Context: an optimization exercise on an open-source flow, tuned for small area and a short achievable clock period. The choices shown serve that exercise and are no tape-out recipe.
Only simulation tests tie the RTL to the original design; equivalence was not proved.
No run shown here takes its clock network from TritonCTS; it comes from the design's own scripts or RTL.
The clock port is modelled as an ideal driver, which makes a skipped or thinned clock tree look cheaper than it is; a real chip needs a root buffer or a tree.
Power and IR drop assume default switching activity.

## design/flow/config.mk

```make
export PLATFORM = sky130hd
export DESIGN_NAME = HW
export DESIGN_NICKNAME = HW
export VERILOG_FILES = /design/flow/design.v
export SDC_FILE = /design/flow/constraint.sdc
export NUM_CORES = 4
export LEC_CHECK = 0
export CAP_MARGIN = 20
export CORE_MARGIN = 2
export CORE_UTILIZATION = 40
export SLEW_MARGIN = 20
export BUFFER_PORTS_ARGS = -buffer_cell sky130_fd_sc_hd__buf_1
export SYNTH_ARGS = -noabc
export SETUP_SLACK_MARGIN = 6.0
export MYCTS_N = 16
export MYCTS_ROOTS = 4
export MYCTS_CELL = sky130_fd_sc_hd__clkbuf_8
export MYCTS_ROOTCELL = sky130_fd_sc_hd__clkbuf_8
export PRE_CTS_TCL = /design/flow/flow/pre_cts.tcl
```

## design/flow/constraint.sdc

```tcl
create_clock -name core_clock -period 9.0 [get_ports {clk}]
set_input_delay 1.8000 -clock core_clock [delete_from_list [all_inputs] [get_ports {clk}]]
set_output_delay 1.8000 -clock core_clock [all_outputs]
set_load 0.01 [all_outputs]
```

## design/flow/design.v

```verilog
module HW(clk, rst, din, do0, do1, do2, count, di0, mo);
    input clk;
    input rst;
    input [49:0] din;
    output reg [9:0] do0;
    output reg [9:0] do1;
    output reg [9:0] do2;
    output [6:0] count;
    output [29:0] di0;
    output [89:0] mo;
    reg [3:0] cnt;
    assign count = {3'b000, cnt};
    reg [29:0] x012;      
    reg [19:0] x34;       
    reg [89:0] hist;      
    reg [9:0] d0, d1, d2;
    reg [8:0] e0, e1, e2;
    assign di0 = x012;
    assign mo = hist;
    wire [9:0] x0 = x012[9:0];
    wire [9:0] x1 = x012[19:10];
    wire [9:0] x2 = x012[29:20];
    wire [9:0] x3 = x34[9:0];
    wire [9:0] x4 = x34[19:10];
    always @(posedge clk, posedge rst) begin
        if (rst) begin
            cnt <= 4'd0;
            x012 <= 30'd0;
            x34 <= 20'd0;
            hist <= 90'd0;
            do0 <= 10'd0; do1 <= 10'd0; do2 <= 10'd0;
            d0 <= 10'd0; d1 <= 10'd0; d2 <= 10'd0;
            e0 <= 9'd0; e1 <= 9'd0; e2 <= 9'd0;
        end else begin
            cnt <= (cnt == 4'd10) ? 4'd0 : cnt + 4'd1;
            x012 <= din[29:0];
            x34 <= din[49:30];
            hist <= {hist[59:0], x012};
            do0 <= {x0[7:0], 2'b00} + {x1[7:0], 2'b00} + {x2[7:0], 2'b00} + d0 + {d0[8:0], 1'b0} + {e0, 1'b0};
            do1 <= {x1[7:0], 2'b00} + {x2[7:0], 2'b00} + {x3[7:0], 2'b00} + d1 + {d1[8:0], 1'b0} + {e1, 1'b0};
            do2 <= {x2[7:0], 2'b00} + {x3[7:0], 2'b00} + {x4[7:0], 2'b00} + d2 + {d2[8:0], 1'b0} + {e2, 1'b0};
            d0 <= x0 + x1 + x2;
            d1 <= x1 + x2 + x3;
            d2 <= x2 + x3 + x4;
            e0 <= d0[8:0];
            e1 <= d1[8:0];
            e2 <= d2[8:0];
        end
    end
endmodule
```

## design/flow/flow/run.sh

```bash
#!/bin/bash
# Layout flow: the standard ORFS flow, with extra ORFS settings from flow/extra.mk
# appended to config.mk (smaller port buffers, repair targets) and a flat two-level
# clock tree built by flow/mycts.tcl in place of TritonCTS (flow/pre_cts.tcl).
# Each tool's output goes to a log file in this folder.
set -euo pipefail
here=$(pwd)
cat "$here/flow/extra.mk" >> "$here/config.mk"
echo "export PRE_CTS_TCL = $here/flow/pre_cts.tcl" >> "$here/config.mk"
bash "$here/standard.sh" > "$here/orfs_make.log" 2>&1
```

## design/flow/flow/extra.mk

```make
export BUFFER_PORTS_ARGS = -buffer_cell sky130_fd_sc_hd__buf_1
export SYNTH_ARGS = -noabc
export SETUP_SLACK_MARGIN = 6.0
export MYCTS_N = 16
export MYCTS_ROOTS = 4
export MYCTS_CELL = sky130_fd_sc_hd__clkbuf_8
export MYCTS_ROOTCELL = sky130_fd_sc_hd__clkbuf_8
```

## design/flow/flow/mycts.tcl

```tcl
# Flat clock tree: the clock port drives NCTS clkbuf cells, each of which drives the clock
# pins of one cluster of flip-flops (k-means on placed locations). Balanced by construction.
set nbuf [expr {[info exists ::env(MYCTS_N)] ? $::env(MYCTS_N) : 4}]
set bufcell [expr {[info exists ::env(MYCTS_CELL)] ? $::env(MYCTS_CELL) : "sky130_fd_sc_hd__clkbuf_16"}]
set block [ord::get_db_block]
set clknet [$block findNet clk]
set sinks {}
foreach it [$clknet getITerms] {
  set inst [$it getInst]
  set bb [$inst getBBox]
  lappend sinks [list [$inst getName] [$it getMTerm] [expr {([$bb xMin] + [$bb xMax]) / 2.0}] [expr {([$bb yMin] + [$bb yMax]) / 2.0}]]
}
set n [llength $sinks]
puts "MYCTS sinks $n buffers $nbuf"
# k-means, seeded by sorting on angle around the centroid
set cx 0; set cy 0
foreach s $sinks { set cx [expr {$cx + [lindex $s 2]}]; set cy [expr {$cy + [lindex $s 3]}] }
set cx [expr {$cx / $n}]; set cy [expr {$cy / $n}]
set ang {}
foreach s $sinks { lappend ang [list [expr {atan2([lindex $s 3] - $cy, [lindex $s 2] - $cx)}] $s] }
set ang [lsort -real -index 0 $ang]
set cent {}
for {set k 0} {$k < $nbuf} {incr k} {
  set s [lindex [lindex $ang [expr {int(($k + 0.5) * $n / $nbuf)}]] 1]
  lappend cent [list [expr {($cx + [lindex $s 2]) / 2.0}] [expr {($cy + [lindex $s 3]) / 2.0}]]
}
set cap [expr {int(ceil(1.0 * $n / $nbuf)) + 2}]
for {set iter 0} {$iter < 30} {incr iter} {
  # balanced assignment: sinks sorted by best-cluster distance, capacity-limited
  set cnt [lrepeat $nbuf 0]
  set assign {}
  set pairs {}
  set i 0
  foreach s $sinks {
    for {set k 0} {$k < $nbuf} {incr k} {
      set c [lindex $cent $k]
      lappend pairs [list [expr {abs([lindex $s 2] - [lindex $c 0]) + abs([lindex $s 3] - [lindex $c 1])}] $i $k]
    }
    incr i
  }
  set pairs [lsort -real -index 0 $pairs]
  array unset asg
  foreach p $pairs {
    lassign $p d i k
    if {[info exists asg($i)]} continue
    if {[lindex $cnt $k] >= $cap} continue
    set asg($i) $k
    lset cnt $k [expr {[lindex $cnt $k] + 1}]
  }
  set newc {}
  for {set k 0} {$k < $nbuf} {incr k} { lappend newc {0 0 0} }
  for {set i 0} {$i < $n} {incr i} {
    set k $asg($i); set s [lindex $sinks $i]
    lassign [lindex $newc $k] a b m
    lset newc $k [list [expr {$a + [lindex $s 2]}] [expr {$b + [lindex $s 3]}] [expr {$m + 1}]]
  }
  set cent {}
  foreach c $newc { lassign $c a b m; lappend cent [list [expr {$a / max($m,1)}] [expr {$b / max($m,1)}]] }
}
for {set k 0} {$k < $nbuf} {incr k} {
  set pins {}
  for {set i 0} {$i < $n} {incr i} {
    if {$asg($i) == $k} {
      set s [lindex $sinks $i]
      lappend pins [get_pins "[lindex $s 0]/[[lindex $s 1] getName]"]
    }
  }
  set c [lindex $cent $k]
  set dbu [$block getDbUnitsPerMicron]
  puts "MYCTS cluster $k: [llength $pins] sinks at [expr {[lindex $c 0] / $dbu}] [expr {[lindex $c 1] / $dbu}]"
  insert_buffer -buffer_cell $bufcell -net clk -load_pins $pins \
    -location [list [expr {[lindex $c 0] / $dbu}] [expr {[lindex $c 1] / $dbu}]] \
    -buffer_name myclkbuf_$k -net_name myclknet_$k
  set s0 [lindex $sinks [lsearch -exact -integer -index 0 [lmap i [lsort -integer [array names asg]] {list $asg($i)}] $k]]
  set lnet [[[$block findInst [lindex $s0 0]] findITerm [[lindex $s0 1] getName]] getNet]
  $lnet setSigType CLOCK
  puts "MYCTS net [$lnet getName] driver of [llength [$lnet getITerms]] pins"
}
# second level: the clock port drives NROOT buffers, each feeding a share of the leaf buffers
set nroot [expr {[info exists ::env(MYCTS_ROOTS)] ? $::env(MYCTS_ROOTS) : 1}]
set rootcell [expr {[info exists ::env(MYCTS_ROOTCELL)] ? $::env(MYCTS_ROOTCELL) : $bufcell}]
if {$nroot > 0} {
  set leaves {}
  foreach it [$clknet getITerms] {
    set inst [$it getInst]
    set bb [$inst getBBox]
    lappend leaves [list [$inst getName] [[$it getMTerm] getName] [expr {([$bb xMin] + [$bb xMax]) / 2.0}] [expr {([$bb yMin] + [$bb yMax]) / 2.0}]]
  }
  # split leaves into nroot groups by angle around their centroid
  set lx 0; set ly 0
  foreach l $leaves { set lx [expr {$lx + [lindex $l 2]}]; set ly [expr {$ly + [lindex $l 3]}] }
  set lx [expr {$lx / [llength $leaves]}]; set ly [expr {$ly / [llength $leaves]}]
  set la {}
  foreach l $leaves { lappend la [list [expr {atan2([lindex $l 3] - $ly, [lindex $l 2] - $lx)}] $l] }
  set la [lsort -real -index 0 $la]
  set nl [llength $la]
  for {set r 0} {$r < $nroot} {incr r} {
    set pins {}; set gx 0; set gy 0; set gm 0
    for {set i [expr {$r * $nl / $nroot}]} {$i < ($r + 1) * $nl / $nroot} {incr i} {
      set l [lindex [lindex $la $i] 1]
      lappend pins [get_pins "[lindex $l 0]/[lindex $l 1]"]
      set gx [expr {$gx + [lindex $l 2]}]; set gy [expr {$gy + [lindex $l 3]}]; incr gm
    }
    set dbu [$block getDbUnitsPerMicron]
    puts "MYCTS root $r: $gm leaf buffers"
    insert_buffer -buffer_cell $rootcell -net clk -load_pins $pins \
      -location [list [expr {$gx / $gm / $dbu}] [expr {$gy / $gm / $dbu}]] \
      -buffer_name myclkroot_$r -net_name myclkrootnet_$r
    set l [lindex [lindex $la [expr {$r * $nl / $nroot}]] 1]
    [[[$block findInst [lindex $l 0]] findITerm [lindex $l 1]] getNet] setSigType CLOCK
  }
}
$clknet setSigType CLOCK
global_connect
set_propagated_clock [all_clocks]
```

## design/flow/flow/pre_cts.tcl

```tcl
# PRE_CTS hook: build the clock tree with mycts.tcl and skip TritonCTS.
source [file join [file dirname [info script]] mycts.tcl]
rename clock_tree_synthesis {}
proc clock_tree_synthesis {args} { puts "clock tree built by mycts.tcl; TritonCTS skipped" }
```

## design/flow/standard.sh

```bash
#!/bin/bash
# synth_recipe.tcl (not shown) runs the flow's synth.tcl, then flattens the netlist and writes it again
# the make line also repeats each setting of config.mk as NAME=value (left out here)
make -C /OpenROAD-flow-scripts/flow DESIGN_CONFIG=/design/flow/config.mk WORK_HOME=/design/flow/orfs CLKGATE_MAP_FILE= SYNTH_SCRIPT=/design/flow/synth_recipe.tcl "${@:-finish}"
```

==> summary.md, run 1 <==
| Metric | Value |
|---|---|
| Cell depth of the worst hold path | 0 |
| Worst hold path startpoint | hist[6] |
| Placed Area | between 10000 and 15000 µm² |
| Vias/cell | ~4.6 |
| Commonest cells post-synth | 228 x dfrtp_1, 96 x fa_1, 41 x ha_1 |
| WL met2 | around 8.6 mm |
| Synth top area cells | dfrtp_1 62%, fa_1 21%, ha_1 5.6% |
| Top Ports | about 210 |
| Dpl cells | 1012 |
| Startpoint types | register |
| First-pass GRT wire length | about 28 mm |
| Clk_skew | ~0.042 ns |
| # diodes | 0 |
| Post-synth ARST share | 100.0% |
| Initial core utilization | around 40% |
| WL final | 17.69 mm |
| DR vias | approximately 4900 |
| Final Critical Period | 3.056 ns |
| Seq/Total Area, Yosys | ~62% |
| Maximum VDD drop | 0.3073 mV |
| Status | timing/DRC/antenna clean |
| Yosys reg bits | ~230 |
| Fin. Hold Viols | 0 |
| Hold endpoint | hist[36] |
| CP Capture Type | register |
| Max Cap Viol | 0 |
| Met3 wire length | about 1.4 mm |
| Row count | between 50 and 60 |
| Layout Cells excl Fill | ~1100 |
| R2r endpoint | do2[9] |
| # fillers | slightly below 2000 |
| Vias in the first global route | ~5300 |
| Wl on met1 | around 7.5 mm |
| Gate Count Post-Synth | around 520 |
| TNS Setup | 0 ns |
| Post-synth top area cell | dfrtp_1 |
| Chip width | between 150 and 200 µm |
| Initial DRC Count | 160 |
| Lkg Pwr | about 4.6 nW |
| Top-area cell type share of the netlist area | between 60 and 70% |
| Synth Area in Adders | approximately a quarter |
| Worst-path clk slew | 0.11 ns |
| Worst EP required | ~9 ns |
| Latest clock arrival within the worst-skew pair | between 0.3 and 0.4 ns |
| Slew @ Worst Pin | 0.7403 ns |
| Gr usage total | 14.59% |
| PwrDens | ~440 nW/µm² |
| Port bufs | between 200 and 250 |
| Pin count of the biggest net entering global routing | between 80 and 90 |
| Share of cells above drive strength 1 | between 10% and 20% |
| Area of the multi-input gates | roughly 3600 µm² |
| Worst r2r src | x012[23] |
| Top layer in use | met4 |
| CTS Hold Bufs | 0 |
| Crit path DAT | between 3 and 4 ns |
| Flop2flop setup slack | a little under 6 ns |
| Synthesized area per cell | ~18 µm² |
| Grt total ovfl | 0 |
| Largest family of logic cells by synthesized area | adder cells |
| NumNets Final | between 900 and 1000 |
| Reg2Reg Depth | 9 |
| Synth Area in Compound Gates | 4.213% |
| Hold/Removal Path Class | reg -> reg |
| Area taken by flip-flops and latches | between 5000 and 6000 µm² |
| Most common cell in the synthesized netlist | dfrtp_1 |
| Antenna viol nets, final | 0 |
| Max Slew Vio Count | 0 |
| RD Place Congestion | 0.7200 |
| EDFF count, synth | 0 |
| Mux cell area share after synthesis | 0% |
| Post-Synth Simple-Gate Area | 1.382% |
| Pre-CTS worst setup slack | 5.545 ns |
| Final WS setup | ~6 ns |
| Max Clock Freq | around 0.33 GHz |
| Final Cycle Share | 33.96% |
| WL/cell | 16.85 µm |
| Design area | between 10000 and 15000 µm² |
| Unrepaired setup endpoints after global routing | true |
| # setup viols final | 0 |
| XOR/XNOR Fraction of Synth Area | under 10% |
| Die height | ~160 µm |
| CP max FO | 4 |
| Rel. slew slack | between 50% and 60% |
| DRC errors left | 0 |
| CORE AREA | 22640 µm² |
| Post-synth top flop | dfrtp_1 |
| Initial antenna violation count | 0 |
| Netlist cell types | 29 |
| Post-detail-place hpwl | 13.14 mm |
| Die area | 24320 µm² |
| Netlist Area Pre-Place | 9236 µm² |
| Yosys warns | 1 |
| P&R area growth vs syn | 18.26% |
| Drt pass-1 iters | 4 |
| Setup CP Type | reg -> reg |
-- routing by layer --
metal | GRT usage [%] | up-vias
met5 | 0 | -
met4 | 2.403 | 0
met3 | 3.250 | 22
met2 | 24.69 | 170
met1 | 19.84 | 2471
li1 | - | 2194
-- metrics by stage --
stage | utilization (%) | hold slack (ns) | total power [mW]
after floorplan | - | 0.3856 | 3.485
after global placement | 45.75 | 0.3580 | 3.969
after detailed placement | 45.75 | 0.3596 | 4.017
after CTS | 47.95 | 0.3564 | 4.835
after global routing | 48.25 | 0.3671 | 5.386
final | 48.25 | 0.3433 | 4.855
-- critical path, cell delays in order, from the launching register on --
cell      delay, ns
dfrtp_2        0.47
fa_1           0.57
fa_1           0.44
fa_1           0.47
ha_1           0.31
a21o_1         0.19
a21oi_2        0.14
o21bai_1       0.08
a21oi_1        0.16
xnor2_1        0.13
-- registers in the layout (all words and copies together) (netlist names) --
name,cells
e2,9
hist,90
do1,9
cnt,4
do0,9
do2,9
d0,10
d1,10
x34,20
e1,9
d2,10
e0,9
x012,30
-- how the worst max path moves through the flow --
stage                to     start  slack, ns  cells past startpoint
6_report         do2[9]  x012[23]       5.94                      9
5_1_grt          do2[9]  x012[23]       5.80                      9
4_1_cts          do0[8]  x012[22]       5.93                      8
3_5_place_dp   hist[58]       rst       5.55                      4
3_3_place_gp   x012[18]       rst       5.61                      4
2_1_floorplan    cnt[0]       rst       4.22                      1
-- power breakdown --
part,internal (mW),switching (mW)
Sequential,1.29,0.142
Clock,0.202,0.295
Combinational,1.54,1.39
Total,3.03,1.82
-- logic make-up after synthesis --
group | Yosys count
XOR/XNOR | 58
AND/OR/NAND/NOR | 27
other | 1
flip-flops | 228
AO/OA/AOI/OAI | 61
buffers and inverters | 12
adder cells (fa/ha/maj) | 137
-- area by class of cell, without the clock buffers --
type                    instances  area share, %
inverters                       6         0.2405
flip-flops and latches        228          52.36
well taps                     285          3.265
multi-input cells             286          32.67
repair buffers                225          8.946
-- placed cells by master (no fill, tap or decap), types with 2 or more instances in the layout --
cell type / n
a31oi_1: 3
o21ai_0: 12
xnor2_1: 39
buf_1: 205
dfrtp_1: 217
a21oi_2: 6
ha_1: 36
ha_2: 3
nor2_1: 11
nor3_1: 3
fa_2: 12
nand2_1: 4
nand2b_1: 2
a21oi_1: 12
buf_4: 17
inv_1: 5
o21bai_1: 5
a211oi_1: 4
conb_1: 3
clkbuf_8: 20
fa_1: 84
dfrtp_2: 11
xor2_1: 18
a211oi_2: 2
a21o_1: 10
ha_4: 2
nor2b_1: 4
o21a_1: 2
-- what timing repair did --
item                                    CTS  global route
pin swaps                                38            12
gates resized for setup                  26            10
gates cloned                              1             0
endpoints found under the setup margin  185             8
buffers inserted                         15             2
==> run 2: changes to the inputs <==
==> design/flow/flow/extra.mk (replaced) <==
export BUFFER_PORTS_ARGS = -buffer_cell sky130_fd_sc_hd__buf_1
export SYNTH_ARGS = -noabc
export SETUP_SLACK_MARGIN = 6.0
export MYCTS_N = 12
export MYCTS_ROOTS = 4
export MYCTS_CELL = sky130_fd_sc_hd__clkbuf_16
export MYCTS_ROOTCELL = sky130_fd_sc_hd__clkbuf_16
export MYCTS_NLATE = 2
export MYCTS_LATE = ^do
export MYCTS_DLYCELL = sky130_fd_sc_hd__clkbuf_8
==> design/flow/flow/mycts.tcl (replaced) <==
# Flat clock tree in place of TritonCTS.
#  - The flip-flops are split into clusters (balanced k-means on their placed locations);
#    each cluster is driven by one leaf buffer (MYCTS_CELL).
#  - Flip-flops whose names match MYCTS_LATE (the output registers of the filter sums)
#    form their own clusters, whose leaf buffers are fed through one more buffer
#    (MYCTS_DLYCELL): useful skew for the register-to-register paths that end there.
#  - The clock port drives MYCTS_ROOTS root buffers (MYCTS_ROOTCELL), each feeding a
#    share of the leaf (and delay) buffers.
proc envor {name def} { expr {[info exists ::env($name)] ? $::env($name) : $def} }
set nbuf     [envor MYCTS_N 12]
set nlate    [envor MYCTS_NLATE 0]
set latepat  [envor MYCTS_LATE ""]
set bufcell  [envor MYCTS_CELL sky130_fd_sc_hd__clkbuf_16]
set dlycell  [envor MYCTS_DLYCELL sky130_fd_sc_hd__clkbuf_4]
set nroot    [envor MYCTS_ROOTS 4]
set rootcell [envor MYCTS_ROOTCELL sky130_fd_sc_hd__clkbuf_8]
set block [ord::get_db_block]
set dbu [$block getDbUnitsPerMicron]
set clknet [$block findNet clk]

proc center {inst} {
  set bb [$inst getBBox]
  list [expr {([$bb xMin] + [$bb xMax]) / 2.0}] [expr {([$bb yMin] + [$bb yMax]) / 2.0}]
}

# Balanced k-means: returns a list of k lists of indexes into pts ({x y} pairs).
proc kmeans {pts k} {
  set n [llength $pts]
  if {$k <= 1} { set all {}; for {set i 0} {$i < $n} {incr i} { lappend all $i }; return [list $all] }
  set cx 0; set cy 0
  foreach p $pts { set cx [expr {$cx + [lindex $p 0]}]; set cy [expr {$cy + [lindex $p 1]}] }
  set cx [expr {$cx / $n}]; set cy [expr {$cy / $n}]
  set ang {}
  set i 0
  foreach p $pts { lappend ang [list [expr {atan2([lindex $p 1] - $cy, [lindex $p 0] - $cx)}] $i]; incr i }
  set ang [lsort -real -index 0 $ang]
  set cent {}
  for {set c 0} {$c < $k} {incr c} {
    set p [lindex $pts [lindex [lindex $ang [expr {int(($c + 0.5) * $n / $k)}]] 1]]
    lappend cent [list [expr {($cx + [lindex $p 0]) / 2.0}] [expr {($cy + [lindex $p 1]) / 2.0}]]
  }
  set cap [expr {int(ceil(1.0 * $n / $k)) + 2}]
  for {set iter 0} {$iter < 30} {incr iter} {
    set pairs {}
    for {set i 0} {$i < $n} {incr i} {
      set p [lindex $pts $i]
      for {set c 0} {$c < $k} {incr c} {
        set q [lindex $cent $c]
        lappend pairs [list [expr {abs([lindex $p 0] - [lindex $q 0]) + abs([lindex $p 1] - [lindex $q 1])}] $i $c]
      }
    }
    set pairs [lsort -real -index 0 $pairs]
    set cnt [lrepeat $k 0]
    array unset asg
    foreach pr $pairs {
      lassign $pr dd i c
      if {[info exists asg($i)] || [lindex $cnt $c] >= $cap} continue
      set asg($i) $c
      lset cnt $c [expr {[lindex $cnt $c] + 1}]
    }
    set groups [lrepeat $k {}]
    for {set i 0} {$i < $n} {incr i} { lset groups $asg($i) [concat [lindex $groups $asg($i)] $i] }
    set cent {}
    foreach g $groups {
      set sx 0; set sy 0
      foreach i $g { set sx [expr {$sx + [lindex [lindex $pts $i] 0]}]; set sy [expr {$sy + [lindex [lindex $pts $i] 1]}] }
      set m [expr {max([llength $g], 1)}]
      lappend cent [list [expr {$sx / $m}] [expr {$sy / $m}]]
    }
  }
  return $groups
}

# Insert one buffer of cell on net clk driving pins (list of {inst mterm}); returns its output net.
proc drive {cell pins name} {
  set block [ord::get_db_block]
  set dbu [$block getDbUnitsPerMicron]
  set sx 0; set sy 0; set sp {}
  foreach p $pins {
    lassign $p iname mname
    set inst [$block findInst $iname]
    lassign [center $inst] x y
    set sx [expr {$sx + $x}]; set sy [expr {$sy + $y}]
    lappend sp [get_pins "$iname/$mname"]
  }
  set m [llength $pins]
  insert_buffer -buffer_cell $cell -net clk -load_pins $sp \
    -location [list [expr {$sx / $m / $dbu}] [expr {$sy / $m / $dbu}]] -buffer_name $name -net_name ${name}_net
  lassign [lindex $pins 0] iname mname
  set net [[[$block findInst $iname] findITerm $mname] getNet]
  $net setSigType CLOCK
  set drv [$net getFirstOutput]
  puts "MYCTS $name ([[[$drv getInst] getMaster] getName]) drives $m pins at [expr {$sx / $m / $dbu}] [expr {$sy / $m / $dbu}]"
  return [list [[$drv getInst] getName] A]
}

set normal {}; set late {}
foreach it [$clknet getITerms] {
  set inst [$it getInst]
  set pin [list [$inst getName] [[$it getMTerm] getName]]
  if {$latepat ne "" && $nlate > 0 && [regexp $latepat [$inst getName]]} { lappend late $pin } else { lappend normal $pin }
}
puts "MYCTS sinks: [llength $normal] normal, [llength $late] late"

set tops {}
foreach {sinks k tag} [list $normal $nbuf leaf $late $nlate late] {
  if {[llength $sinks] == 0} continue
  set pts {}
  foreach p $sinks { lappend pts [center [$block findInst [lindex $p 0]]] }
  set c 0
  set leafpins {}
  foreach g [kmeans $pts $k] {
    if {[llength $g] == 0} continue
    set pins {}
    foreach i $g { lappend pins [lindex $sinks $i] }
    lappend leafpins [drive $bufcell $pins myclk${tag}_$c]
    incr c
  }
  if {$tag eq "late"} {
    lappend tops [drive $dlycell $leafpins myclkdly]
  } else {
    set tops [concat $tops $leafpins]
  }
}

if {$nroot > 0} {
  set pts {}
  foreach p $tops { lappend pts [center [$block findInst [lindex $p 0]]] }
  set r 0
  foreach g [kmeans $pts $nroot] {
    if {[llength $g] == 0} continue
    set pins {}
    foreach i $g { lappend pins [lindex $tops $i] }
    drive $rootcell $pins myclkroot_$r
    incr r
  }
}
$clknet setSigType CLOCK
global_connect
set_propagated_clock [all_clocks]
--- a/design/flow/config.mk
+++ b/design/flow/config.mk
@@ -13,7 +13,10 @@
 export SYNTH_ARGS = -noabc
 export SETUP_SLACK_MARGIN = 6.0
-export MYCTS_N = 16
+export MYCTS_N = 12
 export MYCTS_ROOTS = 4
-export MYCTS_CELL = sky130_fd_sc_hd__clkbuf_8
-export MYCTS_ROOTCELL = sky130_fd_sc_hd__clkbuf_8
+export MYCTS_CELL = sky130_fd_sc_hd__clkbuf_16
+export MYCTS_ROOTCELL = sky130_fd_sc_hd__clkbuf_16
+export MYCTS_NLATE = 2
+export MYCTS_LATE = ^do
+export MYCTS_DLYCELL = sky130_fd_sc_hd__clkbuf_8
 export PRE_CTS_TCL = /design/flow/flow/pre_cts.tcl
==> run 2 against run 1 <==
  * Still clean on timing, DRC and antenna
  * Register-to-register slack improved by 0.11 ns
  * Fmax increased by 3.9%
  * Core utilization increased by 0.28 points
  * Critical path depth unchanged
  * Power decreased by 1.0%
  * Synthesized cell count unchanged
  * Highest routed layer unchanged
==> summary.md, run 2 <==
| Metric | Value |
|---|---|
| Top Ports | around 210 |
| CP delay by family, top | adder cells |
| Post-synth top area cell | dfrtp_1 |
| TNS Setup | 0 ns |
| Commonest non-fill, non-tap cell in the layout | dfrtp_1 |
| Gr usage total | about 15% |
| Initial DRC Count | 181 |
| Yosys reg bits | approximately 230 |
| Latest clock arrival within the worst-skew pair | about 0.45 ns |
| Worst EP required | 9.37 ns |
| DR vias | a little under 5000 |
| Die height | 156.0 µm |
| Post-detail-place hpwl | ~13 mm |
| Largest Register | hist |
| Seq pwr share | ~30% |
| NumNets Final | about 950 |
| Synth top area cells | dfrtp_1 62%, fa_1 21%, ha_1 5.6% |
| Initial antenna violation count | 0 |
| Clock power frac | 14.4% |
| Crit path depth | 9 |
| First-pass GRT wire length | around 28 mm |
| Post-synth ARST share | 100.0% |
| Lkg Pwr | roughly 4.6 nW |
| Final Critical Period | approximately 2.9 ns |
| Setup CP Type | reg -> reg |
| Pin count of the biggest net entering global routing | slightly below 90 |
| EDFF count, synth | 0 |
| Final WS setup | 6.057 ns |
| PwrDens | approximately 440 nW/µm² |
| # setup viols final | 0 |
| Post-synth top flop | dfrtp_1 |
| Vias in the first global route | ~5300 |
| Cell depth of the worst hold path | 0 |
| Critical Path, Cell by Cell | fa_1 > fa_1 > fa_1 > ha_1 > a21o_1 > a21oi_2 > o21bai_1 > a21oi_1 > xnor2_1 |
| Clk_skew | 0.1784 ns |
| Most common cell in the synthesized netlist | dfrtp_1 |
| Grt total ovfl | 0 |
| CP peak stage delay | roughly 0.62 ns |
| Unrepaired setup endpoints after global routing | true |
| CORE AREA | about 23000 µm² |
| CP max FO | 3 |
| Fin. Hold Viols | 0 |
| Gate Count Post-Synth | approximately 520 |
| Yosys warns | 1 |
| Crit path DAT | roughly 3.3 ns |
| Final core utilization | just under 50% |
| Hold/Removal Path Class | reg -> reg |
| Netlist cell types | 29 |
| Dpl cells | ~1000 |
| Pre-CTS worst setup slack | about 5.5 ns |
| Share of cells above drive strength 1 | under 10% |
| Reg2Reg Depth | 9 |
| Seq/Total Area, Yosys | roughly three fifths |
| Status | timing/DRC/antenna clean |
| Die area | 24320 µm² |
| Max Cap Viol | 0 |
| Psw | ~1.8 mW |
| P&R area growth vs syn | 18.95% |
| Vias/cell | 4.634 |
| Top-area cell type share of the netlist area | between 60% and 70% |
| Commonest cells post-synth | 228 x dfrtp_1, 96 x fa_1, 41 x ha_1 |
| Placed Area | 10360 µm² |
| Slew @ Worst Pin | 0.7326 ns |
| DRC errors left | 0 |
| Commonest cells after routing, fill and taps aside | 218 x dfrtp_1, 205 x buf_1, 87 x fa_1 |
| RD Place Congestion | 0.7200 |
| Max Slew Vio Count | 0 |
| Biggest regs | hist (90), x012 (30), x34 (20) |
| Drt pass-1 iters | 4 |
| # fillers | between 1500 and 2000 |
| Most frequent CP cell | fa_1 |
| Synthesized area per cell | 17.63 µm² |
| Worst-path clk slew | ~0.070 ns |
| Design area | ~11000 µm² |
| Layout Cells excl Fill | roughly 1000 |
| Initial core utilization | roughly two fifths |
| Row count | 55 |
| Slowest CP cell | fa_1 |
| Netlist Area Pre-Place | 9236 µm² |
| Internal power | between 3 and 4 mW |
| Max Clock Freq | approximately 0.34 GHz |
| CP Buf/Inv Count | 0 |
| Power share of the combinational group | 55.7% |
| WL/cell | approximately 17 µm |
| Maximum VDD drop | approximately 0.25 mV |
| Rel. slew slack | just over 50% |
| Chip width | around 160 µm |
| Max FFs per register | 90 |
| Port bufs | 205 |
| # diodes | 0 |
| WL final | between 15 and 20 mm |
| CP Capture Type | register |
| Startpoint types | register |
| Antenna viol nets, final | 0 |
| Final Cycle Share | between 30% and 40% |
| Sw Share | 37.10% |
| CTS Hold Bufs | 0 |
| Flop2flop setup slack | between 6 and 7 ns |
[run 2: changes by cell type in the layout (fill, tap and decap cells not counted), sizes merged]
cell	previous run	this run
buf	224	215
clkbuf	20	19
[run 2: cells by family after synthesis]
group,Yosys count,synth area share (%)
flip-flops,228,61.77
adder cells (fa/ha/maj),137,26.36
AO/OA/AOI/OAI,61,4.213
XOR/XNOR,58,5.500
AND/OR/NAND/NOR,27,1.382
buffers and inverters,12,0.7315
other,1,0.04060
[run 2: path summary, 6_finish.rpt]
kind / startpoint / to
worst max-delay path: x012[3] / do0[9]
worst min-delay path: hist[45] / hist[75]
worst max register to register: x012[3] / do0[9]
worst min register to register: hist[45] / hist[75]
max in group asynchronous: rst / d0[5]
min in group asynchronous: rst / do0[4]
[run 2: power groups by stage]
stage | Sequential (mW) | Combinational, mW | Clock [mW]
after floorplan | 1.47 | 2.01 | 0
after global placement | 1.45 | 2.51 | 0
after detailed placement | 1.46 | 2.56 | 0
after CTS | 1.44 | 2.65 | 0.719
after global routing | 1.47 | 3.11 | 0.755
final | 1.44 | 2.68 | 0.691
[run 2: per-stage QoR]
stage	hold slack, ns	power, mW
after floorplan	0.3856	3.485
after detailed placement	0.3596	4.017
after global placement	0.3580	3.969
final	0.3638	4.804
after CTS	0.3747	4.812
after global routing	0.3801	5.328
[run 2: what timing repair did]
| item | CTS | global route |
|---|---|---|
| resized for setup | 15 | 13 |
| pin swaps | 6 | 21 |
| endpoints found under the setup margin | 164 | 9 |
| cloned | 1 | 0 |
| buffers inserted | 5 | 3 |
[run 2: final cells by class, without the clock buffers]
cell class | count | area, µm² | share of cell area [%]
flip-flops and latches | 228 | 5718 | 52.04
multi-input cells | 286 | 3525 | 32.08
repair buffers | 216 | 897.1 | 8.165
well taps | 285 | 356.6 | 3.246
inverters | 6 | 26.28 | 0.2392
[run 2: routing by layer]
metal  up-vias  track usage (%)  share of wire, %
met2       174            24.93                49
met5         -                0                 0
li1       2172                -                 -
met1      2450            19.57                42
met3        23            3.056               7.5
met4         0            2.709               1.9
[run 2: worst reg2reg max path, delay by kind of cell, from the launching register on]
kind | cells | cell delay [ns]
adder cells (fa/ha/maj) | 4 | 1.86
AO/OA/AOI/OAI | 4 | 0.60
XOR/XNOR | 1 | 0.14
flip-flops | 1 | 0.43
==> run 3: changes to the inputs <==
--- a/design/flow/flow/extra.mk
+++ b/design/flow/flow/extra.mk
@@ -5,5 +5,5 @@
 export MYCTS_ROOTS = 4
 export MYCTS_CELL = sky130_fd_sc_hd__clkbuf_16
-export MYCTS_ROOTCELL = sky130_fd_sc_hd__clkbuf_16
+export MYCTS_ROOTCELL = sky130_fd_sc_hd__clkbuf_8
 export MYCTS_NLATE = 2
 export MYCTS_LATE = ^do
--- a/design/flow/config.mk
+++ b/design/flow/config.mk
@@ -16,5 +16,5 @@
 export MYCTS_ROOTS = 4
 export MYCTS_CELL = sky130_fd_sc_hd__clkbuf_16
-export MYCTS_ROOTCELL = sky130_fd_sc_hd__clkbuf_16
+export MYCTS_ROOTCELL = sky130_fd_sc_hd__clkbuf_8
 export MYCTS_NLATE = 2
 export MYCTS_LATE = ^do
==> run 3 against run 2 <==
  * Largest power group unchanged
  * Sequential cell count is the same
  * Synthesized cell count did not move
  * Global-route usage fell by 0.092 points
  * Routed wire length grew 0.41%
  * Via count is 0.44% higher
  * Critical endpoint is now di0[12]
  * First-iteration DRC count fell by 2.8%
  * Fmax down 0.51%
  * Final cell count increased by 0.48%
  * Sequential share of layout area is essentially flat
  * Area after synthesis unchanged
  * Power is 1.5% higher
==> summary.md, run 3 <==
| Metric | Value |
|---|---|
| Yosys reg bits | between 200 and 250 |
| CP peak stage delay | between 0.4 and 0.5 ns |
| Top-area cell type share of the netlist area | slightly above 60% |
| Worst Setup SP | x012[12] |
| Most frequent CP cell | buf_4 |
| WL final | 17.71 mm |
| Netlist Area Pre-Place | between 9000 and 10000 µm² |
| # setup viols final | 0 |
| EDFF count, synth | 0 |
| Post-detail-place hpwl | approximately 13 mm |
| Largest Register | hist |
| Fin. Hold Viols | 0 |
| PwrDens | between 400 and 500 nW/µm² |
| Slowest CP cell | dfrtp_2 |
| Lkg Pwr | roughly 4.6 nW |
| CP Capture Type | output port |
| Post-synth top area cell | dfrtp_1 |
| Area taken by flip-flops and latches | about 5700 µm² |
| Met2 usage | 24.80% |
| Share of cells above drive strength 1 | under 10% |
| Dpl cells | 1012 |
| Worst-path clk slew | approximately 0.07 ns |
| Commonest cells post-synth | 228 x dfrtp_1, 96 x fa_1, 41 x ha_1 |
| Yosys warns | 1 |
| Critical Path, Cell by Cell | buf_4 > buf_4 > buf_1 |
| DR vias | roughly 4800 |
| Vias in the first global route | 5330 |
| Setup CP Type | reg -> out |
| Busiest layer in global routing | met2 |
| Final Cycle Share | between 30% and 40% |
| Chip width | between 150 and 200 µm |
| Most common cell in the synthesized netlist | dfrtp_1 |
| Maximum VDD drop | 0.2519 mV |
| Grt total ovfl | 0 |
| Post-synth top flop | dfrtp_1 |
| NumNets Final | between 900 and 1000 |
| TNS Setup | 0 ns |
| Max FFs per register | 90 |
| RD Place Congestion | slightly above 0.7 |
| DRC errors left | 0 |
| CP max FO | 3 |
| Worst r2r src | x012[12] |
| Vias/cell | 4.632 |
| First-pass GRT wire length | 28.27 mm |
| Hold/Removal Path Class | reg -> reg |
| Top Ports | ~210 |
| Die height | 156.0 µm |
| Post-synth ARST share | between 90% and 100% |
| Final Critical Period | between 2 and 3 ns |
| Pin count of the biggest net entering global routing | 88 |
| Layout Cells excl Fill | 1045 |
| Initial DRC Count | around 180 |
| Slew @ Worst Pin | between 0.7 and 0.8 ns |
| Synthesized area per cell | around 18 µm² |
| Gr usage total | 14.48% |
| # fillers | between 1500 and 2000 |
| Worst EP required | between 7 and 8 ns |
| Final WS setup | a little over 6 ns |
| Max Clock Freq | about 0.34 GHz |
| CP delay by family, top | flip-flops |
| Initial core utilization | between 40% and 50% |
| Drt pass-1 iters | 4 |
| Latest clock arrival within the worst-skew pair | roughly 0.48 ns |
| Die area | roughly 24000 µm² |
| Commonest non-fill, non-tap cell in the layout | dfrtp_1 |
| Crit path DAT | 1.16 ns |
| Area of the multi-input gates | roughly 3500 µm² |
| # diodes | 0 |
| CORE AREA | 22640 µm² |
| Max Slew Vio Count | 0 |
| P&R area growth vs syn | 18.99% |
| Row count | 55 |
| WL/cell | approximately 17 µm |
| Worst hold path startpoint | hist[45] |
| Biggest regs | hist (90), x012 (30), x34 (20) |
| Commonest cells after routing, fill and taps aside | 216 x dfrtp_1, 205 x buf_1, 88 x fa_1 |
| Rel. slew slack | ~51% |
| Gate Count Post-Synth | around 520 |
| Pre-CTS worst setup slack | between 5 and 6 ns |
| Startpoint types | register |
| Met1 Use GR | 19.47% |
| Initial antenna violation count | 0 |
| CP Buf/Inv Count | 3 |
| Antenna viol nets, final | 0 |
| Netlist cell types | 29 |
| Port bufs | 205 |
| Synth top area cells | dfrtp_1 62%, fa_1 21%, ha_1 5.6% |
| M3 GR Usage | 3.028% |
| Max Cap Viol | 0 |
| Clk_skew | roughly 0.18 ns |
| Seq/Total Area, Yosys | between 60 and 70% |
| Unrepaired setup endpoints after global routing | true |
| Status | timing/DRC/antenna clean |
run 3: final cells by class, without the clock buffers:
| class | instances | area share, % |
|---|---|---|
| inverters | 6 | 0.2391 |
| multi-input cells | 286 | 32.15 |
| flip-flops and latches | 228 | 52.05 |
| well taps | 285 | 3.245 |
| repair buffers | 221 | 8.504 |
run 3: through the flow:
stage	power [mW]	util, %	instance area (µm²)	hold slack [ns]
global placement	3.969	45.75	10360	0.3580
detailed placement	4.017	45.75	10360	0.3596
floorplan	3.485	-	9250	0.3856
finish	4.875	48.54	10990	0.3693
CTS	4.752	48.03	10870	0.3765
global route	5.388	48.54	10990	0.3796
run 3: worst reg2reg max path: cells and delay by family (launching register included):
family / cells / cell delay (ns)
buf+inv: 1 / 0.15
xor+xnor: 1 / 0.12
fa+ha+maj: 5 / 2.02
flops: 1 / 0.43
compound gates: 2 / 0.32
run 3: where the power goes:
part | switching [mW] | leakage [nW] | internal (mW) | total, mW
registers | 0.141 | 2.64 | 1.29 | 1.44
clock network | 0.326 | 0.208 | 0.327 | 0.653
logic | 1.35 | 1.78 | 1.43 | 2.79
total | 1.82 | 4.64 | 3.05 | 4.88
run 3: repair_timing:
action | 4_1_cts | 5_1_grt
buffers inserted | 4 | 9
endpoints found under the setup margin | 164 | 9
resized for setup | 13 | 17
cloned | 1 | 0
pin swaps | 5 | 27
hold buffers | 0 | 0
run 3: worst paths after layout:
check / to / slack [ns] / depth (start not counted)
setup / recovery: di0[12] / 6.04 / 3
hold / removal: hist[75] / 0.37 / 0
setup reg to reg: do1[8] / 6.05 / 9
hold reg to reg: hist[75] / 0.37 / 0
max in group asynchronous: hist[74] / 6.23 / 4
min in group asynchronous: do0[4] / 1.54 / 3
run 3: logic make-up after synthesis:
| kind of cell | Yosys count | share of synthesized area, % |
|---|---|---|
| flops | 228 | 61.77 |
| fa+ha+maj | 137 | 26.36 |
| compound gates | 61 | 4.213 |
| xor+xnor | 58 | 5.500 |
| simple gates | 27 | 1.382 |
| buf+inv | 12 | 0.7315 |
| other cells | 1 | 0.04060 |
run 3: metal layers:
layer	vias up	part of all wire [%]	wire (µm)
met5	-	0	0
met4	0	1.8	326
met3	23	7.5	1333
met2	172	49	8630
met1	2463	42	7421
li1	2182	-	-
==> run 4: changes to the inputs <==
--- a/design/flow/flow/extra.mk
+++ b/design/flow/flow/extra.mk
@@ -8,3 +8,3 @@
 export MYCTS_NLATE = 2
 export MYCTS_LATE = ^do
-export MYCTS_DLYCELL = sky130_fd_sc_hd__clkbuf_8
+export MYCTS_DLYCELL = sky130_fd_sc_hd__clkbuf_4
--- a/design/flow/config.mk
+++ b/design/flow/config.mk
@@ -19,4 +19,4 @@
 export MYCTS_NLATE = 2
 export MYCTS_LATE = ^do
-export MYCTS_DLYCELL = sky130_fd_sc_hd__clkbuf_8
+export MYCTS_DLYCELL = sky130_fd_sc_hd__clkbuf_4
 export PRE_CTS_TCL = /design/flow/flow/pre_cts.tcl
==> run 4 against run 3 <==
  * Still clean
  * Fmax rose by 0.43%
  * Global-route usage did not move
  * Clock power fell by 1%
  * Sequential cell count did not move
  * Critical path depth rose by 6
  * Via count fell by 0.17%
  * Setup slack improved by 0.013 ns
  * Register-to-register slack barely moved
  * Sequential share of layout area rose by 0.33 points
==> summary.md, run 4 <==
| Metric | Value |
|---|---|
| # diodes | 0 |
| CP max FO | 3 |
| Top-area cell type share of the netlist area | between 60% and 70% |
| Final Critical Period | about 2.9 ns |
| Most common cell in the synthesized netlist | dfrtp_1 |
| Yosys warns | 1 |
| Synth Area in Adders | roughly a quarter |
| Netlist Area Pre-Place | about 9200 µm² |
| Antenna viol nets, final | 0 |
| Largest family of logic cells by synthesized area | adder cells |
| Pin count of the biggest net entering global routing | just under 90 |
| Post-detail-place hpwl | around 13 mm |
| Drt pass-1 iters | 4 |
| Initial core utilization | approximately two fifths |
| Lkg Pwr | 4.609 nW |
| Vias/cell | 4.651 |
| Vias in the first global route | 5317 |
| Max FFs per register | 90 |
| CP Capture Type | register |
| P&R area growth vs syn | 18.14% |
| Fin. Hold Viols | 0 |
| Unrepaired setup endpoints after global routing | true |
| PwrDens | roughly 430 nW/µm² |
| Clk_skew | roughly 0.22 ns |
| Largest Register | hist |
| WL/cell | 16.95 µm |
| # fillers | between 1500 and 2000 |
| CP Buf/Inv Count | 0 |
| Post-Synth Simple-Gate Area | around 1.4% |
| Gate Count Post-Synth | about 520 |
| Initial DRC Count | roughly 170 |
| Biggest regs | hist (90), x012 (30), x34 (20) |
| EDFF count, synth | 0 |
| CORE AREA | around 23000 µm² |
| Synthesized area per cell | between 15 and 20 µm² |
| Commonest cells after routing, fill and taps aside | 220 x dfrtp_1, 205 x buf_1, 88 x fa_1 |
| NumNets Final | 945 |
| Startpoint types | register |
| DR vias | 4832 |
| Share of cells above drive strength 1 | about 7.0% |
| First-pass GRT wire length | 28.21 mm |
| TNS Setup | 0 ns |
| Rel. slew slack | 51.24% |
| Total power | ~4.7 mW |
| Gr usage total | between 10% and 20% |
| Area taken by flip-flops and latches | between 5000 and 6000 µm² |
| Post-synth ARST share | between 90% and 100% |
| Port bufs | 205 |
| Critical Path, Cell by Cell | fa_1 > fa_1 > fa_1 > ha_1 > a21o_1 > a21oi_2 > o21bai_1 > a21oi_1 > xnor2_1 |
| Chip width | around 160 µm |
| Die area | between 20000 and 25000 µm² |
| Synth Area in Compound Gates | under 10% |
| Slowest CP cell | fa_1 |
| Latest clock arrival within the worst-skew pair | slightly above 0.5 ns |
| Slew @ Worst Pin | 0.7314 ns |
| Row count | 55 |
| Commonest non-fill, non-tap cell in the layout | dfrtp_1 |
| Setup CP Type | reg -> reg |
| WL final | approximately 18 mm |
| CP peak stage delay | 0.62 ns |
| Die height | about 160 µm |
| Final Cycle Share | about 33% |
| Hold/Removal Path Class | reg -> reg |
| Crit path DAT | around 3.4 ns |
| Grt total ovfl | 0 |
| CTS Hold Bufs | 0 |
| DRC errors left | 0 |
| Top Ports | approximately 210 |
| Post-synth top flop | dfrtp_1 |
| Area of the multi-input gates | around 3500 µm² |
| Most frequent CP cell | fa_1 |
| Max Clock Freq | approximately 0.34 GHz |
| Synth top area cells | dfrtp_1 62%, fa_1 21%, ha_1 5.6% |
| Max Slew Vio Count | 0 |
| XOR/XNOR Fraction of Synth Area | under 10% |
| Commonest cells post-synth | 228 x dfrtp_1, 96 x fa_1, 41 x ha_1 |
| Initial antenna violation count | 0 |
| Mux cell area share after synthesis | 0% |
| Max Cap Viol | 0 |
| Netlist cell types | 29 |
| Maximum VDD drop | between 0.2 and 0.25 mV |
| Yosys reg bits | 228 |
| Worst EP required | around 9.4 ns |
| # setup viols final | 0 |
| Seq/Total Area, Yosys | between 60 and 70% |
| Worst-path clk slew | approximately 0.08 ns |
| Post-synth top area cell | dfrtp_1 |
| Status | timing/DRC/antenna clean |
| CP delay by family, top | adder cells |
| RD Place Congestion | between 0.7 and 0.8 |
[run 4: cell type report, without the clock buffers]
| class | count | share of cell area (%) |
|---|---|---|
| Inverter | 6 | 0.2408 |
| Multi-Input combinational cell | 286 | 32.18 |
| Sequential cell | 228 | 52.38 |
| Tap cell | 285 | 3.268 |
| Timing Repair Buffer | 215 | 8.153 |
[run 4: path summary, 6_finish.rpt]
path / from / to / slack, ns / cells past startpoint
max: x012[3] / do0[9] / 6.05 / 9
min: d2[0] / do2[1] / 0.36 / 1
max reg2reg: x012[3] / do0[9] / 6.05 / 9
min reg2reg: d2[0] / do2[1] / 0.36 / 1
max in group asynchronous: rst / hist[74] / 6.23 / 4
min in group asynchronous: rst / do0[4] / 1.49 / 3
[run 4: layer usage]
layer	track usage [%]	vias to the layer above	part of all wire (%)
met5	0	-	0
met4	2.578	0	1.8
met3	3.000	23	7.5
met2	24.88	176	49
met1	19.42	2463	42
li1	-	2170	-
[run 4: what timing repair did]
| item | 4_1_cts | 5_1_grt |
|---|---|---|
| endpoints found under the setup margin | 164 | 8 |
| cloned | 1 | 0 |
| pin swaps | 1 | 10 |
| gates resized for setup | 9 | 12 |
| buffers inserted | 2 | 5 |
[run 4: cell families after synthesis]
logic type,count (synthesis)
AO/OA/AOI/OAI,61
XOR/XNOR,58
adder cells (fa/ha/maj),137
buffers and inverters,12
flip-flops,228
other,1
AND/OR/NAND/NOR,27
[run 4: worst register-to-register path, stage by stage, from the launching register on]
cell      delay [ns]
dfrtp_1         0.43
fa_1            0.62
fa_1            0.45
fa_1            0.53
ha_1            0.31
a21o_1          0.16
a21oi_2         0.18
o21bai_1        0.08
a21oi_1         0.18
xnor2_1         0.14
[run 4: metrics by stage]
step / hold WS, ns / worst slack (ns) / utilization, % / cell area (µm²) / instances
after CTS: 0.3514 / 6.001 / 47.90 / 10840 / 1034
after global placement: 0.3580 / 5.613 / 45.75 / 10360 / 1012
after floorplan: 0.3856 / 4.220 / - / 9250 / 526
after global routing: 0.3796 / 5.928 / 48.20 / 10910 / 1039
final: 0.3646 / 6.055 / 48.20 / 10910 / 1039
after detailed placement: 0.3596 / 5.545 / 45.75 / 10360 / 1012
[run 4: where the power goes]
part / internal, mW / switching [mW] / leakage, nW / total, mW
clock network: 0.322 / 0.323 / 0.206 / 0.645
registers: 1.29 / 0.141 / 2.65 / 1.43
logic: 1.33 / 1.31 / 1.76 / 2.64
total: 2.95 / 1.77 / 4.61 / 4.72
==> run 5: changes to the inputs <==
--- a/design/flow/flow/extra.mk
+++ b/design/flow/flow/extra.mk
@@ -1,5 +1,5 @@
 export BUFFER_PORTS_ARGS = -buffer_cell sky130_fd_sc_hd__buf_1
 export SYNTH_ARGS = -noabc
-export SETUP_SLACK_MARGIN = 6.0
+export SETUP_SLACK_MARGIN = 6.25
 export MYCTS_N = 12
 export MYCTS_ROOTS = 4
--- a/design/flow/config.mk
+++ b/design/flow/config.mk
@@ -12,5 +12,5 @@
 export BUFFER_PORTS_ARGS = -buffer_cell sky130_fd_sc_hd__buf_1
 export SYNTH_ARGS = -noabc
-export SETUP_SLACK_MARGIN = 6.0
+export SETUP_SLACK_MARGIN = 6.25
 export MYCTS_N = 12
 export MYCTS_ROOTS = 4
==> run 5 against run 4 <==
  * Still clean on timing, DRC and antenna
  * Critical path depth unchanged
  * Area after synthesis unchanged
  * Clock skew increased by 0.041 ns
  * Sequential share of layout area decreased by 2.6 points
  * Synthesized cell count unchanged
  * First-iteration DRC count decreased by 8.9%
  * Register-to-register slack about the same
  * Die area unchanged
  * Largest power group unchanged
  * Highest routed layer unchanged
==> summary.md, run 5 <==
| Metric | Value |
|---|---|
| Status | timing/DRC/antenna clean |
| Most common cell in the synthesized netlist | dfrtp_1 |
| Max Clock Freq | 0.3406 GHz |
| Top-area cell type share of the netlist area | between 60% and 70% |
| Max Cap Viol | 0 |
| Grt total ovfl | 0 |
| Port bufs | 205 |
| Commonest cells after routing, fill and taps aside | 208 x dfrtp_1, 159 x buf_1, 78 x fa_1 |
| Commonest cells post-synth | 228 x dfrtp_1, 96 x fa_1, 41 x ha_1 |
| P&R area growth vs syn | 24.56% |
| Worst EP required | 9.45 ns |
| Yosys reg bits | roughly 230 |
| Yosys warns | 1 |
| Post-synth ARST share | 100.0% |
| Worst r2r src | x012[21] |
| WHS | around 0.32 ns |
| PwrDens | ~450 nW/µm² |
| CP Capture Type | register |
| Initial antenna violation count | 0 |
| Initial DRC Count | 153 |
| Vias in the first global route | about 5500 |
| DRC errors left | 0 |
| Power share of the combinational group | 60.3% |
| Initial core utilization | between 40% and 50% |
| Crit path DAT | approximately 3.4 ns |
| Seq pwr share | 27.4% |
| Clock power frac | 12.3% |
| Psw | 1.937 mW |
| Share of cells above drive strength 1 | between 20 and 25% |
| Final Cycle Share | between 30 and 40% |
| WL/cell | around 17 µm |
| Fin. Hold Viols | 0 |
| Max Slew Vio Count | 0 |
| Final WS setup | between 6 and 7 ns |
| CP peak stage delay | 0.56 ns |
| Most frequent CP cell | fa_2 |
| Die area | 24320 µm² |
| Worst hold path startpoint | d1[0] |
| Lkg Pwr | about 5 nW |
| Clk_skew | approximately 0.26 ns |
| # setup viols final | 0 |
| Chip width | 156.0 µm |
| Seq/Total Area, Yosys | 61.77% |
| Post-synth top area cell | dfrtp_1 |
| Drt pass-1 iters | 4 |
| Slowest CP cell | fa_2 |
| Sw Share | 37.06% |
| Pin count of the biggest net entering global routing | between 90 and 100 |
| TNS Setup | 0 ns |
| Row count | 55 |
| Gate Count Post-Synth | roughly 520 |
| Pre-CTS worst setup slack | about 5.5 ns |
| DR vias | around 5000 |
| EDFF count, synth | 0 |
| Antenna viol nets, final | 0 |
| Netlist cell types | 29 |
| Internal power | roughly 3.3 mW |
| Biggest regs | hist (90), x012 (30), x34 (20) |
| Setup CP Type | reg -> reg |
| Largest Register | hist |
| Netlist Area Pre-Place | roughly 9200 µm² |
| First-pass GRT wire length | between 20 and 30 mm |
| Max FFs per register | 90 |
| NumNets Final | about 980 |
| Latest clock arrival within the worst-skew pair | about 0.54 ns |
| Vias/cell | between 4 and 5 |
| Synth top area cells | dfrtp_1 62%, fa_1 21%, ha_1 5.6% |
| Gr usage total | 15.14% |
| Hold/Removal Path Class | reg -> reg |
| Worst Setup SP | x012[21] |
| Design area | 11500 µm² |
| Startpoint types | register |
| Die height | around 160 µm |
| CORE AREA | 22640 µm² |
| Total power | approximately 5.2 mW |
| Unrepaired setup endpoints after global routing | true |
| Critical Path, Cell by Cell | buf_4 > fa_2 > fa_2 > fa_2 > ha_4 > fa_2 > a21o_1 > a21oi_2 > xnor2_1 |
| Commonest non-fill, non-tap cell in the layout | dfrtp_1 |
| Final Critical Period | approximately 2.9 ns |
| Post-detail-place hpwl | 13.04 mm |
| Rel. slew slack | 43.12% |
| Worst-path clk slew | 0.08 ns |
| CP max FO | 4 |
| Top Ports | 209 |
| WL final | around 18 mm |
| Slew @ Worst Pin | about 0.85 ns |
| Placed Area | 10350 µm² |
| RD Place Congestion | approximately 0.73 |
| Synthesized area per cell | approximately 18 µm² |
| Post-synth top flop | dfrtp_1 |
| Maximum VDD drop | 0.3456 mV |
| # diodes | 0 |
## run 5: power by group through the flow
stage	Combinational [mW]	Sequential (mW)	Clock [mW]
floorplan	2.01	1.47	0
global placement	2.51	1.46	0
detailed placement	2.57	1.46	0
CTS	2.94	1.44	0.672
global route	3.57	1.46	0.711
finish	3.15	1.43	0.644
## run 5: final timing paths
check,to,slack (ns),depth (start not counted)
max,do1[8],6.06,9
min,do1[1],0.32,1
max reg2reg,do1[8],6.06,9
min reg2reg,do1[1],0.32,1
max in group asynchronous,x012[27],6.44,3
min in group asynchronous,do0[6],1.44,2
## run 5: metrics by stage
stage | instances | util [%]
2_1_floorplan | 526 | -
5_1_grt | 1076 | 50.82
4_1_cts | 1067 | 49.79
3_5_place_dp | 1011 | 45.72
3_3_place_gp | 1011 | 45.72
6_report | 1076 | 50.82
## run 5: logic make-up after synthesis
logic type,Yosys count,synth area share (%)
xor+xnor,58,5.500
simple gates,27,1.382
flops,228,61.77
buf+inv,12,0.7315
fa+ha+maj,137,26.36
compound gates,61,4.213
other cells,1,0.04060
## run 5: critical path, delay by kind of cell (launching register included)
kind                     cells  cell delay (ns)
adder cells (fa/ha/maj)      5             1.97
flip-flops                   1             0.44
AO/OA/AOI/OAI                2             0.34
buffers and inverters        1             0.15
XOR/XNOR                     1             0.14
## run 5: cell type report, without the clock buffers
type                            count  area (µm²)
Inverter                            6       26.28
Multi-Input combinational cell    286        3612
Timing Repair inverter              1       5.005
Tap cell                          285       356.6
Sequential cell                   228        5731
Fill cell                        1940       11140
Timing Repair Buffer              251        1361
## run 5: what timing repair did
action                                  in CTS  in global routing
endpoints found under the setup margin     260                 68
gates cloned                                 2                  0
gates resized for setup                     72                 68
pin swaps                                   36                 12
hold buffers                                 0                  0
buffers inserted                            35                  9
## run 5: metal layers
layer	up-vias	GRT usage [%]	share of wire [%]
met5	-	0	0
met4	0	2.534	1.7
met3	20	2.972	7.1
met2	177	26.13	49
met1	2527	20.39	42
li1	2238	-	-
==> run 6: changes to the inputs <==
==> design/flow/flow/extra.mk (replaced) <==
export BUFFER_PORTS_ARGS = -buffer_cell sky130_fd_sc_hd__buf_1
export SYNTH_ARGS = -noabc
export SETUP_SLACK_MARGIN = 6.0
export MYCTS_N = 18
export MYCTS_ROOTS = 4
export MYCTS_CELL = sky130_fd_sc_hd__clkbuf_8
export MYCTS_ROOTCELL = sky130_fd_sc_hd__clkbuf_8
export MYCTS_NLATE = 3
export MYCTS_LATE = ^do
export MYCTS_DLYCELL = sky130_fd_sc_hd__clkbuf_4
--- a/design/flow/config.mk
+++ b/design/flow/config.mk
@@ -12,10 +12,10 @@
 export BUFFER_PORTS_ARGS = -buffer_cell sky130_fd_sc_hd__buf_1
 export SYNTH_ARGS = -noabc
-export SETUP_SLACK_MARGIN = 6.25
-export MYCTS_N = 12
+export SETUP_SLACK_MARGIN = 6.0
+export MYCTS_N = 18
 export MYCTS_ROOTS = 4
-export MYCTS_CELL = sky130_fd_sc_hd__clkbuf_16
+export MYCTS_CELL = sky130_fd_sc_hd__clkbuf_8
 export MYCTS_ROOTCELL = sky130_fd_sc_hd__clkbuf_8
-export MYCTS_NLATE = 2
+export MYCTS_NLATE = 3
 export MYCTS_LATE = ^do
 export MYCTS_DLYCELL = sky130_fd_sc_hd__clkbuf_4
==> run 6 against run 5 <==
  * Sequential share of layout area is 2.8 points higher
  * Routed wire length is 2.4% lower
  * Synthesized cell count stayed put
  * First-iteration DRC count is 20% higher
  * Clock skew is 0.017 ns lower
  * Sequential cell count stayed put
  * Cell area is 5.6% lower
  * Critical endpoint is now do2[9]
  * Highest routed layer unchanged
==> summary.md, run 6 <==
| Metric | Value |
|---|---|
| Maximum VDD drop | 0.2531 mV |
| Yosys warns | 1 |
| Slowest CP cell | fa_1 |
| Initial antenna violation count | 0 |
| CP peak stage delay | around 0.60 ns |
| Synthesized area per cell | roughly 18 µm² |
| # setup viols final | 0 |
| First-pass GRT wire length | approximately 28 mm |
| Design area | 10860 µm² |
| Grt total ovfl | 0 |
| Top Ports | approximately 210 |
| Antenna viol nets, final | 0 |
| # diodes | 0 |
| Post-Synth Simple-Gate Area | 1.382% |
| Most common cell in the synthesized netlist | dfrtp_1 |
| Unrepaired setup endpoints after global routing | true |
| Dpl cells | roughly 1000 |
| Post-synth top flop | dfrtp_1 |
| Commonest cells post-synth | 228 x dfrtp_1, 96 x fa_1, 41 x ha_1 |
| Seq/Total Area, Yosys | around 62% |
| Netlist cell types | 29 |
| Yosys reg bits | approximately 230 |
| Fin. Hold Viols | 0 |
| Synth Area in Adders | 26.36% |
| Share of cells above drive strength 1 | around 8% |
| Commonest non-fill, non-tap cell in the layout | dfrtp_1 |
| WL/cell | between 15 and 20 µm |
| Setup CP Type | reg -> reg |
| Placed Area | ~10000 µm² |
| Synth top area cells | dfrtp_1 62%, fa_1 21%, ha_1 5.6% |
| CTS Hold Bufs | 0 |
| PwrDens | between 400 and 500 nW/µm² |
| WHS | approximately 0.36 ns |
| Gate Count Post-Synth | 524 |
| Gr usage total | roughly 15% |
| CP delay by family, top | adder cells |
| Startpoint types | register |
| CP Buf/Inv Count | 0 |
| NumNets Final | approximately 950 |
| CP Capture Type | register |
| Netlist Area Pre-Place | roughly 9000 µm² |
| Max Clock Freq | between 0.3 and 0.4 GHz |
| CORE AREA | between 20000 and 25000 µm² |
| Vias/cell | between 4 and 5 |
| Status | timing/DRC/antenna clean |
| Post-synth top area cell | dfrtp_1 |
| EDFF count, synth | 0 |
| Final Cycle Share | 32.73% |
| Hold endpoint | hist[77] |
| Pin count of the biggest net entering global routing | 88 |
| Commonest cells after routing, fill and taps aside | 219 x dfrtp_1, 205 x buf_1, 89 x fa_1 |
| Layout Cells excl Fill | 1047 |
| P&R area growth vs syn | 17.57% |
| Chip width | roughly 160 µm |
| DRC errors left | 0 |
| Top-area cell type share of the netlist area | roughly three fifths |
| Reg2Reg Depth | 9 |
| WL final | ~18 mm |
| Port bufs | about 210 |
| R2r endpoint | do2[9] |
| Die area | 24320 µm² |
| Row count | 55 |
| Final Critical Period | ~3 ns |
| Drt pass-1 iters | 4 |
| Crit path DAT | roughly 3.4 ns |
| Clk_skew | 0.2455 ns |
| TNS Setup | 0 ns |
| Flop2flop setup slack | just over 6 ns |
| Slew @ Worst Pin | 0.7317 ns |
| Max Cap Viol | 0 |
| Largest family of logic cells by synthesized area | adder cells |
| Vias in the first global route | between 5000 and 6000 |
| Hold/Removal Path Class | reg -> reg |
| Worst r2r src | x012[23] |
| Mux cell area share after synthesis | 0% |
| Rel. slew slack | between 50% and 60% |
| Worst hold path startpoint | hist[47] |
| Critical Path, Cell by Cell | fa_1 > fa_1 > fa_1 > ha_1 > a21o_1 > a21oi_2 > o21bai_1 > a21oi_1 > xnor2_1 |
| XOR/XNOR Fraction of Synth Area | under 10% |
| Die height | roughly 160 µm |
| Worst-path clk slew | 0.10 ns |
| Initial core utilization | approximately two fifths |
| Max FFs per register | 90 |
| Lkg Pwr | between 4 and 5 nW |
| Most frequent CP cell | fa_1 |
| Worst EP required | 9.43 ns |
| RD Place Congestion | 0.7200 |
| Largest Register | hist |
| Latest clock arrival within the worst-skew pair | 0.51 ns |
| CP max FO | 4 |
| Synth Area in Compound Gates | roughly 4.2% |
| Cell depth of the worst hold path | 0 |
| Initial DRC Count | 184 |
| DR vias | roughly 5000 |
| Post-synth ARST share | 100.0% |
| Biggest regs | hist (90), x012 (30), x34 (20) |
| Total power | between 4 and 5 mW |
| Max Slew Vio Count | 0 |
| Post-detail-place hpwl | between 10 and 15 mm |
-- run 6: routing by layer --
layer | vias to the layer above | global-route usage (%) | share of wire [%]
li1 | 2185 | - | -
met1 | 2490 | 19.79 | 42
met2 | 177 | 24.65 | 48
met3 | 28 | 2.944 | 7.1
met4 | 0 | 3.320 | 2.3
met5 | - | 0 | 0
-- run 6: cell type report, without the clock buffers --
class	count	area [µm²]
Fill cell	1990	11780
Tap cell	285	356.6
Timing Repair Buffer	216	897.1
Sequential cell	228	5717
Inverter	6	26.28
Multi-Input combinational cell	286	3511
-- run 6: cells by family (layout without fill, tap and decap cells) --
| group | count (synthesis) | after routing |
|---|---|---|
| adder cells (fa/ha/maj) | 137 | 137 |
| AO/OA/AOI/OAI | 61 | 61 |
| AND/OR/NAND/NOR | 27 | 27 |
| XOR/XNOR | 58 | 58 |
| flip-flops | 228 | 228 |
| other | 1 | 3 |
| buffers and inverters | 12 | 248 |
-- run 6: how the worst max path moves through the flow --
stage	to	from	cells past startpoint
2_1_floorplan	cnt[0]	rst	1
3_3_place_gp	x012[18]	rst	4
3_5_place_dp	hist[58]	rst	4
4_1_cts	do0[8]	x012[22]	8
5_1_grt	do2[9]	x012[23]	9
6_report	do2[9]	x012[23]	9
-- run 6: repair_timing --
item	in CTS	in global routing
pin swaps	0	15
hold endpoints to repair	0	0
gates cloned	1	0
setup buffers	0	8
endpoints found under the setup margin	164	9
resized for setup	9	13
-- run 6: report_power, final --
group | internal (mW) | switching [mW]
Combinational | 1.35 | 1.31
Sequential | 1.29 | 0.142
Clock | 0.255 | 0.320
Total | 2.89 | 1.77
-- run 6: through the flow --
stage	setup WS (ns)	util [%]
after floorplan	4.220	-
after global placement	5.613	45.75
after detailed placement	5.545	45.75
after CTS	6.000	47.57
after global routing	5.924	47.96
final	6.054	47.96

-- what the ideal ports hide --
How much do the figures lean on ideal ports? The routed layouts below were timed once more, with nothing changed but the port constraints. Step 1, drivers: a clkbuf_16 drives clk and a buf_2 each remaining input, both assumed. Step 2 times the ports against the registers' clock, not the clock port: input delays grow and output delays shrink by t, the midpoint of the rising clock arrivals with the driver on. a / b / c = no drivers / after step 1 / after step 2; a / b = the first two.
run	t (ns)	setup WS [ns]	pins driven straight from the clock port
run 1	0.380	5.944 / 5.944 / 5.891	4
run 2	0.455	6.057 / 6.043 / 5.810	4
run 3	0.461	6.042 / 5.965 / 5.821	4
run 4	0.479	6.055 / 6.048 / 5.805	4
run 5	0.491	6.064 / 6.030 / 6.011	4
run 6	0.468	6.054 / 6.007 / 5.816	4
After both steps every run listed still meets setup and hold. The setup slack of run 4, which loses most, moves by -0.007 ns with the drivers and by -0.250 ns with both steps. The worst setup slack also covers recovery checks on asynchronous resets.
